What follows belongs to an exercise in optimizing a design on an open flow for small area, a short achievable clock period and few clock cycles; a production flow would make more cautious choices. RTL that was checked went through simulation tests only; none was proved equivalent to the original.

==> flow/design.v <==
module SW #(parameter WIDTH_SCORE = 8, parameter WIDTH_POS_REF = 7, parameter WIDTH_POS_QUERY = 6)
       (
           input           clk,
           input           reset,
           input           valid,
           input [1:0]     data_ref,
           input [1:0]     data_query,
           output          finish,
           output [WIDTH_SCORE - 1:0]   max,
           output [WIDTH_POS_REF - 1:0]   pos_ref,
           output [WIDTH_POS_QUERY - 1:0]   pos_query
       );
localparam NQ = 48;
localparam K  = 3;                  
localparam P  = NQ / K;             
localparam D0 = 49 - P;             
localparam DL = D0 + P - 1;         
localparam FIN = DL + 65;           
function integer hw;                
    input integer v;
    integer b;
    begin
        b = 0;
        while ((1 << b) <= v) b = b + 1;
        hw = b;
    end
endfunction
reg [6:0] cnt;                      
reg       run;
reg       fin;
wire      go = valid | run;
always @(posedge clk or posedge reset)
begin
    if (reset) begin
        cnt <= 7'd0;
        run <= 1'b0;
        fin <= 1'b0;
    end
    else begin
        run <= go;
        if (go && cnt != FIN)
            cnt <= cnt + 7'd1;
        fin <= (cnt == FIN - 1);
    end
end
assign finish = fin;
reg [2*D0-1:0] rline;               
always @(posedge clk)
begin
    rline <= {rline[2*D0-3:0], data_ref};
end
reg  [7*NQ-1:0] Hr;                 
reg  [NQ-1:0]   eIr;
reg  [2*NQ-1:0] Qr;
wire [3*NQ-1:0] DWw;                
reg  [7*P-1:0]  Hdiag;              
reg  [3*P-1:0]  DWr;                
reg  [2*P-1:0]  Rr;                 
wire [2*P-1:0]  Rin;                
reg  [7*P-1:0]  Mr;                 
reg  [6*P-1:0]  Jr;                 
reg  [6:0] best;
reg  [6:0] best_r;
reg  [5:0] best_q;
reg  [6:0] o_max;
reg  [6:0] o_r;
reg  [5:0] o_q;
genvar p, c;
generate
for (p = 0; p < P; p = p + 1) begin : pe
    wire clr = (cnt == D0 + p - 1);
    wire ld  = (cnt >= p*K) && (cnt <= p*K + K - 1);
    if (p == 0) begin : r0
        assign Rin[1:0] = rline[2*D0-1:2*D0-2];
    end
    else begin : rn
        assign Rin[2*p+:2] = Rr[2*(p-1)+:2];
    end
    always @(posedge clk) begin
        Rr[2*p+:2] <= Rin[2*p+:2];
        DWr[3*p+:3] <= DWw[3*(p*K+K-1)+:3];
    end
    if (p > 0) begin : hd
        always @(posedge clk)
            Hdiag[7*p+:7] <= Hr[7*(p*K-1)+:7];
    end
    for (c = 0; c < K; c = c + 1) begin : col
        localparam j = p*K + c;
        localparam W = hw(2*(j+1));
        wire [6:0] hup = Hr[7*j+:7];
        wire [6:0] diag;
        wire [2:0] dw;
        if (c == 0) begin : c0
            if (p == 0) begin : p0
                assign diag = 7'd0;
                assign dw   = 3'd2;
            end
            else begin : pn
                assign diag = Hdiag[7*p+:7];
                assign dw   = DWr[3*(p-1)+:3];
            end
        end
        else begin : cn
            assign diag = Hr[7*(j-1)+:7];
            assign dw   = DWw[3*(j-1)+:3];
        end
        wire [2:0] u   = hup[2:0] - diag[2:0] + 3'd2;
        wire [2:0] iu  = u + eIr[j];
        wire       z   = (diag == 7'd0);
        wire       mt  = (Rin[2*p+:2] == Qr[2*j+:2]);
        wire [2:0] e;
        assign e[2] = mt | iu[2] | z;
        assign e[1] = mt | (iu[2] ? iu[1] : ~z);
        assign e[0] = mt ? (&iu) : (iu[2] ? iu[0] : ~z);
        wire [2:0] ea  = mt     ? ((&iu) ? 3'd1 : 3'd6 - u) :
                         iu[2]  ? {2'b00, eIr[j]} :
                         z      ? 3'd4 - u : 3'd3 - u;
        wire [2:0] eb  = 3'd1 - u;               
        wire [6:0] he  = diag + {{5{~e[2]}}, e[1:0]};     
        wire [6:0] hd  = diag + {{5{~dw[2]}}, dw[1:0]};   
        wire       ge  = (dw >= e);
        wire [2:0] r4  = ge ? dw : e;            
        wire [6:0] h   = ge ? hd : he;
        assign DWw[3*j+:3] = ge ? dw + eb : ea;
        always @(posedge clk) begin
            Hr[7*j+:7] <= clr ? 7'd0 : {{(7-W){1'b0}}, h[W-1:0]};
            eIr[j]     <= clr ? 1'b0 : (iu == r4);
            if (ld)
                Qr[2*j+:2] <= (c == K-1) ? data_query : Qr[2*(j+1)+:2];
        end
    end
    wire [7*(K+1)-1:0] mv;
    wire [6*(K+1)-1:0] jv;
    if (p == 0) begin : m0
        assign mv[6:0] = 7'd0;
        assign jv[5:0] = 6'd0;
    end
    else begin : mn
        assign mv[6:0] = Mr[7*(p-1)+:7];
        assign jv[5:0] = Jr[6*(p-1)+:6];
    end
    for (c = 0; c < K; c = c + 1) begin : mc
        wire [6:0] hc = Hr[7*(p*K+c)+:7];
        wire       gt = (hc > mv[7*c+:7]);
        assign mv[7*(c+1)+:7] = gt ? hc : mv[7*c+:7];
        assign jv[6*(c+1)+:6] = gt ? (p*K + c + 1) : jv[6*c+:6];
    end
    if (p < P-1) begin : mreg
        localparam WM = hw(2*(p*K+K));
        always @(posedge clk) begin
            Mr[7*p+:7] <= {{(7-WM){1'b0}}, mv[7*K+:WM]};
            Jr[6*p+:6] <= jv[6*K+:6];
        end
    end
    else begin : mlast
        wire       en  = (cnt >= DL + 1) && (cnt <= DL + 64);
        wire       upd = en && (mv[7*K+:7] > best);
        wire [6:0] nb  = upd ? mv[7*K+:7] : best;
        wire [5:0] nq  = upd ? jv[6*K+:6] : best_q;
        wire [6:0] nr  = upd ? cnt - DL   : best_r;
        always @(posedge clk or posedge reset) begin
            if (reset) begin
                best   <= 7'd0;
                best_r <= 7'd0;
                best_q <= 6'd0;
            end
            else begin
                best   <= nb;
                best_q <= nq;
                best_r <= nr;
            end
        end
        always @(posedge clk) begin
            o_max <= nb;
            o_q   <= nq;
            o_r   <= nr;
        end
    end
end
endgenerate
assign max       = {1'b0, o_max};
assign pos_ref   = o_r;
assign pos_query = o_q;
endmodule
Settings: LEC_CHECK=0, CAP_MARGIN=20, CORE_MARGIN=2, CORE_UTILIZATION=40, CTS_CLUSTER_DIAMETER=100, CTS_CLUSTER_SIZE=30, SLEW_MARGIN=20; clock period 33.0 ns.
standard.sh (not shown) runs the stock make flow with config.mk's settings and CLKGATE_MAP_FILE= SYNTH_SCRIPT=/design/flow/synth_recipe.tcl, a recipe that flattens the netlist after the stock synthesis.
==> flow/flow/run.sh <==
#!/bin/bash
set -euo pipefail
WORK=$(pwd)
rm -rf "$WORK/scripts_abc"
mkdir -p "$WORK/scripts_abc"
cp -r "$FLOW_HOME/scripts/." "$WORK/scripts_abc/"
cp "$WORK/flow/abc.script" "$WORK/scripts_abc/abc_speed.script"
bash "$WORK/standard.sh" SCRIPTS_DIR="$WORK/scripts_abc" ADDER_MAP_FILE= finish > "$WORK/flow_make.log" 2>&1
==> flow/flow/abc.script <==
strash
&get -n
&fraig -x
&put
scorr
dc2
strash
&get -n
&dch -f
&nf -R 100
&put
topo
stime -c
The first run passed the timing, DRC and antenna checks.
Testbench counts at the start, summed over its fixed seeds: cycles 22,072.
Edit:
- CORE_UTILIZATION: 40 -> 60
- CTS_CLUSTER_DIAMETER: 100 -> 80
- CTS_CLUSTER_SIZE: 30 -> 24
Outcome: Clock-buffer cell count is higher by 10; global-route usage grows by 8.4 points; final area went down by about 0.7%; wire length drops by about 3%; hold slack gets better by 0.014 ns; synthesized cell count is unchanged; utilization grows by 21 points; register-to-register slack improves by 0.02 ns; via count climbs by about 0.57%.
Edit:
--- a/flow/flow/abc.script
+++ b/flow/flow/abc.script
@@ -10 +10 @@
-&nf -R 100
+&nf -R 20
- CORE_UTILIZATION: 60 -> 40
What happened: Routed wire length increases by a few percent. Worst setup slack is better by 0.049 ns. Cell area increases by a few percent. Global-route usage decreases by 8.3 points. Sequential cell count stays the same. Clock-buffer cell count increases by 8. Register-to-register slack is better by 0.25 ns. Die area increases by well over a third.
Edit:
--- a/flow/flow/abc.script
+++ b/flow/flow/abc.script
@@ -10 +10 @@
-&nf -R 20
+&nf
The changed run produced a clean layout.
Register-to-register slack improves by 0.45 ns.
Non-clock buffer count goes up by 8.
Worst setup slack improves by 0.028 ns.

========
old:
SW, a different RTL version from the one above (not shown whole).
For scale: about 6800 cells after synthesis, ~840 flip-flops.
==> flow/config.mk <==
export PLATFORM = sky130hd
export DESIGN_NAME = SW
export DESIGN_NICKNAME = SW
export VERILOG_FILES = /design/flow/design.v
export SDC_FILE = /design/flow/constraint.sdc
export NUM_CORES = 4
export LEC_CHECK = 0
export CAP_MARGIN = 20
export CORE_MARGIN = 2
export CORE_UTILIZATION = 40
export SLEW_MARGIN = 20
==> flow/constraint.sdc <==
create_clock -name core_clock -period 33.0 [get_ports {clk}]
set_input_delay 6.6000 -clock core_clock [delete_from_list [all_inputs] [get_ports {clk}]]
set_output_delay 6.6000 -clock core_clock [all_outputs]
set_load 0.01 [all_outputs]
==> flow/flow/abc.script <==
strash
&get -n
&fraig -x
&put
scorr
dc2
strash
&get -n
&dch -f
&nf -R 100
&put
topo
stime -c
Scripts as last shown in full above: flow/flow/run.sh
old: flow completed, timing, DRC and antenna clean
[inputs] new vs old
--- a/flow/config.mk
+++ b/flow/config.mk
@@ -9,3 +9,5 @@
 export CORE_MARGIN = 2
 export CORE_UTILIZATION = 40
+export CTS_CLUSTER_DIAMETER = 80
+export CTS_CLUSTER_SIZE = 24
 export SLEW_MARGIN = 20
[summary]
- new: PASS, flow complete, no timing, DRC or antenna violations
- Between old and new, the portion of the clock cycle consumed by the worst path in the final layout does not differ in any meaningful way.
- In new, the non-filler instance count after layout came out about 1% below the value in old.
- new has utilization after layout below what old had.
- Looking at old and new, the worst setup slack is a wash.
- Design area ends up higher on old.
- Core area: old vs new identical
No run of this note included a check of the RTL's function; only the layout flow was run.

========
SW, a different RTL version from the one above (not shown whole).
Size: ~6,800 cells after synthesis, about 840 flip-flops, roughly 29 I/O pins, ~0.055 mm² of cells after synthesis.
## SW
module SW #(parameter WIDTH_SCORE = 8, parameter WIDTH_POS_REF = 7, parameter WIDTH_POS_QUERY = 6)
       (
           input           clk,
           input           reset,
           input           valid,
           input [1:0]     data_ref,
           input [1:0]     data_query,
           output          finish,
           output [WIDTH_SCORE - 1:0]   max,
           output [WIDTH_POS_REF - 1:0]   pos_ref,
           output [WIDTH_POS_QUERY - 1:0]   pos_query
       );
export LEC_CHECK = 0
export CAP_MARGIN = 20
export CORE_MARGIN = 2
export CORE_UTILIZATION = 40
export CTS_CLUSTER_DIAMETER = 100
export CTS_CLUSTER_SIZE = 30
export SLEW_MARGIN = 20
create_clock -name core_clock -period 33.0 [get_ports {clk}]
==> flow/flow/abc.script <==
strash
&get -n
&fraig -x
&put
scorr
dc2
strash
&get -n
&dch -f
&nf
&put
topo
stime -c
Scripts as last shown in full above: flow/flow/run.sh
The starting point passed the timing, DRC and antenna checks.
Testbench counts at the start, summed over its fixed seeds: cycles 22,264.
Change:
- CTS_CLUSTER_DIAMETER: 100 -> default
- CTS_CLUSTER_SIZE: 30 -> default
What happened: The new run finished with timing, DRC and antenna clean; critical path depth does not change; worst hold slack improves by 5.3 ps; fmax is about the same; register-to-register slack improves by 30 ps; count of clock-buffer cells in the layout grows by 74.

## re-timing with driven ports
How much do the figures lean on ideal ports? The routed layouts below were timed once more, with nothing changed but the port constraints.
Step 1 assumes that a clkbuf_16 drives the clock port and a buf_2 every other input.
Step 2 also shifts input and output timing later by t, the mid clock arrival at the registers, as if the neighbouring blocks saw the same clock.
a / b / c = ideal / step 1 / step 2; a / b = the first two.
run | shift t [ns] | setup WS [ns] | worst data-port slew with drivers (ns) | cell pins on the clock port's net
the first run of note 1 | 0.728 | 24.739 / 24.739 / 24.657 | 0.03 | 1
the second run of note 1 | 0.703 | 24.754 / 24.754 / 24.754 | 0.03 | 1
the third run of note 1 | 0.768 | 24.803 / 24.730 / 24.780 | 0.03 | 1
the fourth run of note 1 | 0.744 | 24.831 / 24.754 / 24.771 | 0.03 | 1
old | 0.768 | 24.451 / 24.380 / 24.933 | 0.04 | 1
new | 0.746 | 24.450 / 24.379 / 24.933 | 0.04 | 1
the first run of note 3 | 0.712 | 24.658 / 24.586 / 24.737 | 0.03 | 1
the second run of note 3 | 0.762 | 24.676 / 24.602 / 24.719 | 0.03 | 1
After both steps setup and hold are still met in every run listed. For the first run of note 1, which loses most, drivers alone change the setup slack by 0.000 ns; drivers and shift together by -0.082 ns.
